Context: an optimization exercise on an open-source flow, tuned for small area. The choices shown serve that exercise and are no tape-out recipe. Function was checked by simulation only, so behaviour that the tests miss may differ from the original. Power figures rest on the tool's default switching activity, not on a simulated workload.

`design/flow/config.mk`:
```
export PLATFORM = sky130hd
export DESIGN_NAME = MIPS_TopModule
export DESIGN_NICKNAME = MIPS_TopModule
export VERILOG_FILES = /design/flow/design.v
export SDC_FILE = /design/flow/constraint.sdc
export NUM_CORES = 4
export LEC_CHECK = 0
export CAP_MARGIN = 20
export CORE_MARGIN = 2
export CORE_UTILIZATION = 30
export SLEW_MARGIN = 20
```
`design/flow/constraint.sdc`:
```
create_clock -name core_clock -period 20.0 [get_ports {CLK_Top}]
set_input_delay 4.0000 -clock core_clock [delete_from_list [all_inputs] [get_ports {CLK_Top}]]
set_output_delay 4.0000 -clock core_clock [all_outputs]
set_load 0.01 [all_outputs]
```
`design/flow/design.v`:
```
module MIPS_ProgramCounter #(parameter width = 32)
(
input wire 			         CLK, 
input wire 					 RST,
input wire [width-1:0] 	 PC_old,
output reg [width-1:0] 	 PC_new
);
always @ (posedge CLK or negedge RST)
	begin
	  if(!RST)
      begin
        PC_new <= 0;
      end
    else
      begin
        PC_new <= PC_old;
      end
  end
endmodule
module MIPS_RegisterFile #(parameter width = 32 , depth = 32 , Address = 5)
(
	input wire [Address-1:0] 	A1,
	input wire [Address-1:0] 	A2,
	input wire [Address-1:0] 	A3,
	input wire 				CLK,
	input wire 				RST,
	input wire 			 	WE3,	
	input wire [width-1:0]	WD3,
	output reg [width-1:0]	RD1,
	output reg [width-1:0]	RD2
);
reg [width-1:0] RegFile [depth-1:0];
integer i;
always @ (posedge CLK or negedge RST)	 
	begin 
		if (!RST)
			begin
				for (i = 0 ; i < depth ; i = i + 1)
				begin
					RegFile[i] <= 32'b0;
				end
			end
		else if (WE3)
			begin
				RegFile[A3] <= WD3;
			end
	end
always @ (*)
	begin
		RD1 = RegFile[A1];
	end
always @ (*)
	begin
		RD2 = RegFile[A2];
	end
endmodule
module MIPS_ALU #(parameter width = 32)
(
input wire 	[width-1:0] 	SrcA,		 
input wire 	[width-1:0] 	SrcB,		 
input wire 	[2:0]  	       	ALUControl,
output reg 	[width-1:0]  ALUResult,
output wire 					           ZeroFlag   
);
always @ (*)
	begin
		case (ALUControl)
			3'b000: 
				begin
					ALUResult = SrcA && SrcB;	 
				end
			3'b001:
				begin
					ALUResult = SrcA || SrcB;	 
				end
			3'b010:
				begin
					ALUResult = SrcA + SrcB;
				end
			3'b100:
				begin
					ALUResult = SrcA - SrcB;
				end
			3'b101:
				begin
					ALUResult = SrcA * SrcB;
				end
			3'b110:
				begin
					if (SrcA < SrcB)
						ALUResult = 32'b1;
					else
						ALUResult = 32'b0;
				end
			default:
				begin
					ALUResult = 32'b0;			 
				end
		endcase
	end
assign ZeroFlag = (ALUResult == 32'b0);
endmodule 
module MIPS_SignExtend 
  (
  input wire [15:0] Inst,
  output reg [31:0] Signlmm
  );
  always @(*)
    begin 
      if (Inst[15] == 0)
        Signlmm = {16'b0 , Inst};
      else
        Signlmm = {~(16'b0) , Inst};
    end
  endmodule
module MIPS_MainDecoder 
(
input wire [5:0] 	Opcode,
output reg			Mem2Reg,
output wire			MemWrite,
output wire			Branch,
output reg			ALUSrc,
output wire			RegDst,
output reg			RegWrite,
output wire			Jump,
output reg	[1:0]	ALUOp
);
assign Jump 	= (Opcode == 6'b000010);
assign MemWrite = (Opcode == 6'b101011);
assign RegDst 	= (Opcode == 6'b000000);
assign Branch 	= (Opcode == 6'b000100);
always @(*)
  begin
	casex(Opcode)
		6'b10x011: 	begin	Mem2Reg = 1'b1;		end
		default:	begin	Mem2Reg = 1'b0;		end
	endcase
  end
always @(*)
  begin
	case(Opcode)
		6'b000000: 	begin	ALUOp = 2'b10;		end
		6'b000100: 	begin	ALUOp = 2'b01;		end
		default:	begin	ALUOp = 2'b00;		end
	endcase
  end 
always @(*)
  begin
	casex(Opcode)
		6'b100011: 	begin	RegWrite = 1'b1;	end
		6'b00x000: 	begin	RegWrite = 1'b1;	end
		default:	begin	RegWrite = 1'b0;	end
	endcase
  end
always @(*)
  begin
	casex(Opcode)
		6'b10x011: 	begin	ALUSrc = 1'b1;		end
		6'b001000: 	begin	ALUSrc = 1'b1;		end
		default:	begin	ALUSrc = 1'b0;		end
	endcase
  end
endmodule
module MIPS_ALUDecoder 
(
input wire	[1:0]	ALUOp,
input wire  [5:0] 	Funct,
output reg	[2:0]	ALUControl
);
always @(*)
  begin
	case(ALUOp)
		2'b00:	begin	ALUControl = 3'b010;	end
		2'b01:	begin	ALUControl = 3'b100;	end
		2'b10:	
		  begin	
			case(Funct)
				6'b100000: begin 	ALUControl = 3'b010;	end
				6'b100010: begin 	ALUControl = 3'b100;	end
				6'b101010: begin 	ALUControl = 3'b110;	end
				6'b011100: begin 	ALUControl = 3'b101;	end
				6'b100100: begin 	ALUControl = 3'b000;	end
				6'b100101: begin 	ALUControl = 3'b001;	end
				default:   begin	ALUControl = 3'b010;	end
			endcase
		  end
		 default: begin	ALUControl = 3'b010;	end
	endcase
  end
  endmodule
module MIPS_shift_left_twice #(parameter width = 32)
(
	input wire [width-3:0] IN ,
	output wire [width-1:0] OUT
);
assign OUT = IN << 2 ;
endmodule
module MIPS_Adder #(parameter width = 32)
(
input wire 	[width-1:0] A,		
input wire 	[width-1:0] B,		
output wire 	[width-1:0] C
 );
assign C = A + B;
endmodule
module MIPS_MUX #(parameter width =32)
(
input wire [width-1:0] 	IN1,
input wire [width-1:0] 	IN2,
input wire 			   	sel,
output reg [width-1:0] OUT
);
always @(*)
	begin
		if (sel)
			OUT = IN2;
		else
			OUT = IN1;
	end
endmodule
module MIPS_TopModule 
#( parameter 	Width32 = 32, Depth32 = 32, Address5 = 5,
				Depth100 = 100, Width28 = 28  )
(
input  wire			CLK_Top,			 
input  wire			RST_Top,			 
output wire [31:0]	imem_addr_Top,
input  wire [31:0]	imem_rdata_Top,
output wire [31:0]	dmem_addr_Top,
output wire [31:0]	dmem_wdata_Top,
output wire			dmem_we_Top,
input  wire [31:0]	dmem_rdata_Top
);
wire 				Jump_Top;			 
wire 				Mem2Reg_Top;		 
wire 				Memwrite_Top;		 
wire 				Branch_Top;			 
wire [2:0]			ALUControl_Top;		 
wire 				ALUSrc_Top;			 
wire 				RegDst_Top;			 
wire 				RegWrite_Top;		 
wire [1:0]			ALUOp_Top;			 
wire [Width32-1:0]	Instr_Top;			 
wire [Width32-1:0]	PC_old_Top;			 
wire [Width32-1:0]	PC_new_Top;			 
wire [Address5-1:0]	WrireAddress_Top;	 
wire [Width32-1:0]	ALUResult_Top;		 
wire [Width32-1:0]	SrcA_Top;			 
wire [Width32-1:0]	SrcB_Top;			 
wire 				Zeroflag_Top;		 
wire [Width32-1:0]	WriteData_Top;		 
wire [Width32-1:0]	ReadData_Top;		 
wire [Width32-1:0]	Result_Top;			 
wire [Width32-1:0]	Signlmm_Top;		 
wire [Width32-1:0]	ShiftedSignlmm_Top;	 
wire [Width32-1:0]	PCPlus4_Top;		 
wire [Width32-1:0]	PCBranch_Top;		 
wire [Width28-1:0]	PCJump_Top;			 
wire [Width32-1:0]	NOJump_Top;			 
 MIPS_ProgramCounter #(.width(Width32)) ProgramCounter_inst 
  (
    .CLK(CLK_Top),
    .RST(RST_Top),
    .PC_old(PC_old_Top),
    .PC_new(PC_new_Top)
  );
 MIPS_RegisterFile #(.width(Width32),.depth(Depth32),.Address(Address5)) RegisterFile_inst 
  (
    .A1(Instr_Top[25:21]),
    .A2(Instr_Top[20:16]),
    .A3(WrireAddress_Top),				
    .CLK(CLK_Top),
    .RST(RST_Top),				
    .WE3(RegWrite_Top),				
    .WD3(Result_Top),				
    .RD1(SrcA_Top),				
    .RD2(WriteData_Top)				
  );
 assign imem_addr_Top  = PC_new_Top;
 assign Instr_Top      = imem_rdata_Top;
 assign dmem_addr_Top  = ALUResult_Top;
 assign dmem_wdata_Top = WriteData_Top;
 assign dmem_we_Top    = Memwrite_Top;
 assign ReadData_Top   = dmem_rdata_Top;
 MIPS_ALU #(.width(Width32)) inst
  (
    .SrcA(SrcA_Top),
    .SrcB(SrcB_Top),
    .ALUControl(ALUControl_Top),
    .ALUResult(ALUResult_Top),
    .ZeroFlag(Zeroflag_Top)
  );
 MIPS_SignExtend  SignExtend_inst
  (
	.Inst(Instr_Top[15:0]),
	.Signlmm(Signlmm_Top)
	);
 MIPS_MainDecoder MainDecoder_inst
 (
	.Opcode(Instr_Top[31:26]), 
	.Mem2Reg(Mem2Reg_Top),
	.MemWrite(Memwrite_Top),
	.Branch(Branch_Top),
	.ALUSrc(ALUSrc_Top),
	.RegDst(RegDst_Top),
	.RegWrite(RegWrite_Top),
	.Jump(Jump_Top),
	.ALUOp(ALUOp_Top)		
);
 MIPS_ALUDecoder ALUDecoder_inst
 (
	.ALUOp(ALUOp_Top), 
	.Funct(Instr_Top[5:0]), 
	.ALUControl(ALUControl_Top)
 );
 MIPS_shift_left_twice #(.width(Width32)) shift_left_twice_inst1
 (
	.IN(Signlmm_Top), 
	.OUT(ShiftedSignlmm_Top)
 );
 MIPS_Adder #(.width(Width32)) Adder_inst1
 (
	.A(ShiftedSignlmm_Top), 
	.B(PCPlus4_Top), 
	.C(PCBranch_Top)
 );
 MIPS_Adder #(.width(Width32)) Adder_inst2
 (
	.A(PC_new_Top), 
	.B(32'd4), 
	.C(PCPlus4_Top)
 );
 MIPS_shift_left_twice #(.width(Width28)) shift_left_twice_inst2
 (
	.IN(Instr_Top[25:0]), 
	.OUT(PCJump_Top)
 );
 MIPS_MUX #(.width(Width32)) MUX_inst1
 (
	.IN1(NOJump_Top), 
	.IN2({PCPlus4_Top[31:28],PCJump_Top[27:0]}),
	.sel(Jump_Top),
	.OUT(PC_old_Top)
 );
 MIPS_MUX #(.width(Width32)) MUX_inst2
 (
	.IN1(PCPlus4_Top), 
	.IN2(PCBranch_Top),
	.sel(Branch_Top && Zeroflag_Top),
	.OUT(NOJump_Top)
 );
 MIPS_MUX #(.width(Width32)) MUX_inst3
 (
	.IN1(WriteData_Top),  
	.IN2(Signlmm_Top),
	.sel(ALUSrc_Top),
	.OUT(SrcB_Top)
 );
 MIPS_MUX #(.width(Width32)) MUX_inst4
 (
	.IN1(Instr_Top[20:16]), 
	.IN2(Instr_Top[15:11]),
	.sel(RegDst_Top),
	.OUT(WrireAddress_Top)
 );
 MIPS_MUX #(.width(Width32)) MUX_inst5
 (
	.IN1(ALUResult_Top), 
	.IN2(ReadData_Top),
	.sel(Mem2Reg_Top),
	.OUT(Result_Top)
 );
endmodule
```
`design/flow/run.sh`:
```
#!/bin/bash
# synth_recipe.tcl (not shown) runs the flow's synth.tcl, then flattens the netlist and writes it again
# the make line also repeats each setting of config.mk as NAME=value (left out here)
make -C /OpenROAD-flow-scripts/flow DESIGN_CONFIG=/design/flow/config.mk WORK_HOME=/design/flow/orfs CLKGATE_MAP_FILE= SYNTH_SCRIPT=/design/flow/synth_recipe.tcl finish
```
==> results.txt <==
status complete, no violations; nets@finish 9594; yosys warns 12; fin cells 12.41k; register area share after synthesis 0.3447; Critical Path RT 16.00 ns; Final Max Slew Viols 0; Leakage 40.36 nW; clock buffer depth 3; PwrDens 111.6 nW/µm²; synthesized cell area 76520 µm²; RSZ-0062 raised after global routing false; Worst Max-Slew Pin Slew 1.360 ns; Routed wire per std cell 38.60 µm; global-route wire length before repair 649.5 mm; Max Cap Viol 0; Die Footprint 259100 µm²; DR vias 78.92k; DR pass1 iterations 10; # port buffers 160; Final ANT Viol Nets 0; post-route minimum period 19.75 ns; vias in the first global route 74.88k; root buffer cell clkbuf_16; Initial DRC Count 13.30k; placed insts 12.14k; slew margin rel. 0.06978; Fin. Hold Viols 0; Initial Utilization 0.3014; Synth cell types 92; EDFF count, synth 0; synth-to-layout area growth 16.05%; CP max-delay cell nor2_1; core area 253900 µm²; CTS tree yes; RePlAce Congestion 1.076; critical path startpoint category primary input; TNS Setup 0 ns; setup violators final 0; Avg Inst Size Synth 8.650 µm²; ys async rst share 1.000; Max FO, Critical Path 18; Fin Hold WS 0.5001 ns; CP most frequent cell fa_1; fin crit share 0.9875; Worst-path clk slew 0.07 ns; Routed WL 479.1 mm; CP Capture Type output port; Remaining DRCs 0; die height 509.0 µm; postcts setup bufs 0; hpwl dp 342.5 mm; Peak VDD IR 0.09768 mV; largest net degree at the start of global routing 160; clk_skew 0.1434 ns; Filler cells 26.15k; Die Wd 509.0 µm; # clock sinks 1054; # rows 185; fmax 50.63 MHz; total grt overflow 0; num ports 163; Mapped Cells 8846; WP data arrival 15.75 ns; worst stage delay on the critical path 0.85 ns; Num CTS Buffers 120; Skew-Pair Late Insertion Delay 0.89 ns; vias per cell 6.359; critical path class primary input to output port; worst hold path class flip-flop to flip-flop; gr usage total 0.3617; H-tree Lvls 3; share of layout cells above drive strength 1 0.1347; initial antenna violation count 72; Synth Flop Type dfrtp_1; #FFs+latches synth 1054
cell usage after synthesis, types with 38 or more instances:
cell type	instances	area (µm²)
buf_1	38	142.6
nand2b_1	38	237.7
xnor2_1	95	832.1
a2111oi_0	103	902.1
a22oi_1	261	1959
nand4_1	245	1533
dfrtp_1	1054	26380
a31oi_1	50	312.8
buf_2	99	495.5
nor3_1	57	285.3
and2_1	126	788.3
ha_1	218	2728
o21ai_0	912	4564
a21oi_1	137	685.7
a221oi_1	46	402.9
nor2_1	407	1528
nor4_1	71	444.2
mux2i_1	41	410.4
and3_1	381	2384
nand3_1	715	3578
fa_1	411	8228
nor2b_1	64	400.4
inv_1	579	2173
clkbuf_1	604	2267
or3_1	38	237.7
nand2_1	1155	4335
mux2_2	248	2793
cells by family after synthesis:
kind of cell	share of synthesized area
AO/OA/AOI/OAI	0.1573
XOR/XNOR	0.01712
adder cells (fa/ha/maj)	0.1432
buffers and inverters	0.06931
flip-flops	0.3447
multiplexers	0.04186
other	0.00004901
AND/OR/NAND/NOR	0.2265
report_power, final:
part | internal, mW | total [mW] | switching [mW]
clock network | 1.46 | 2.52 | 1.06
logic | 1.37 | 4.17 | 2.80
registers | 2.61 | 3.22 | 0.609
final cells by class:
type / instances / area [µm²] / share of cell area
sequential: 1054 / 26380 / 0.2970
inverter: 592 / 2222 / 0.02502
clock buffer: 162 / 3421 / 0.03852
multi-input combinational: 6441 / 45600 / 0.5134
timing repair buffer: 690 / 5866 / 0.06605
clock inverter: 64 / 1007 / 0.01134
antenna: 43 / 107.6 / 0.001212
tap: 3366 / 4212 / 0.04742
placed cells by master, fill, tap and decap left out, drive strengths merged, types with 50 or more instances in the layout:
master	synthesis	routed
a2111oi	103	103
a21oi	138	138
a22oi	261	261
a31oi	50	50
and2	127	127
and3	381	381
buf	156	541
clkbuf	604	162
clkdlybuf4s50	0	149
dfrtp	1054	1054
fa	411	411
ha	218	218
inv	582	587
mux2	248	248
nand2	1155	1155
nand3	715	715
nand4	245	245
nor2	408	408
nor2b	64	64
nor3	57	57
nor4	73	73
o21ai	913	913
xnor2	95	95
through the flow:
| stage | util | area [µm²] | total power, mW | setup WS, ns |
|---|---|---|---|---|
| 2_1_floorplan | - | 76520 | 5.140 | 2.333 |
| 5_1_grt | 0.3494 | 88720 | 10.28 | 0.03458 |
| 3_3_place_gp | 0.3316 | 84200 | 7.203 | -0.7629 |
| 4_1_cts | 0.3491 | 88660 | 9.759 | 0.08821 |
| 3_5_place_dp | 0.3317 | 84220 | 7.248 | -0.3634 |
| 6_report | 0.3497 | 88810 | 9.913 | 0.2491 |
registers in the layout (all words and copies together), names as in the netlist:
register	cells
RegisterFile_inst.RegFile	1024
ProgramCounter_inst.PC_new	30
worst paths after layout:
| kind | start | end | slack, ns | cells past startpoint |
|---|---|---|---|---|
| worst min-delay path | RegisterFile_inst.RegFile[6][18] | RegisterFile_inst.RegFile[6][18] | 0.50 | 2 |
| worst max-delay path | imem_rdata_Top[18] | dmem_addr_Top[31] | 0.25 | 35 |
| worst min register to register | RegisterFile_inst.RegFile[6][18] | RegisterFile_inst.RegFile[6][18] | 0.50 | 2 |
| worst max register to register | RegisterFile_inst.RegFile[5][7] | ProgramCounter_inst.PC_new[7] | 7.81 | 39 |
| max in group asynchronous | RST_Top | RegisterFile_inst.RegFile[13][1] | 12.62 | 5 |
| min in group asynchronous | RST_Top | RegisterFile_inst.RegFile[21][30] | 3.19 | 1 |
worst max-delay path: cells and delay by family:
kind | cells | cell delay, ns
and+or+nand+nor | 5 | 1.59
buffers and inverters | 8 | 2.26
AOI/OAI and AO/OA | 3 | 1.17
adders and majority gates | 8 | 3.99
muxes | 1 | 0.50
xor gates and xnor gates | 10 | 2.18
routing by layer:
layer  GRT usage  routed length, µm  part of all wire  vias up
met2      0.5013             190700              0.40     6382
met1      0.4756             188800              0.39    39704
met3      0.1332              63910              0.13     1609
met4      0.2179              35390             0.074       34
met5           0                294           0.00061        -
li1            -                  -                 -    31195
timing repair:
| item | 4_1_cts | 5_1_grt |
|---|---|---|
| resized for setup | 2 | 3 |
| hold buffers | 0 | 0 |
| hold endpoints to repair | 0 | 0 |
| setup endpoints to repair | 3 | 3 |

-- port drivers added, routing unchanged --
The results above use ideal ports. As a check the final layout listed here was re-extracted and re-timed, cells and wires unchanged.
Step 1 sets driving cells, clkbuf_16 on the clock port and buf_2 on the other inputs (assumed; they add their load-dependent delay and slew).
Step 2 adds t to the input delays and takes it off the output delays; t is the mean of the earliest and latest rising clock arrival at the registers after step 1. Input paths then give back, and output paths get back, about the clock's delay inside the block.
Slacks: no drivers / after step 1 / after step 2; pairs: no drivers / after step 1.
shift t [ns]: 0.911
setup slack, ns: 0.249 / 0.129 / 0.129
latest minus earliest clock arrival (ns): 0.144 / 0.144
After both steps setup and hold are still met in this run. For this run, drivers alone change the setup slack by -0.120 ns; drivers and shift together by -0.120 ns.
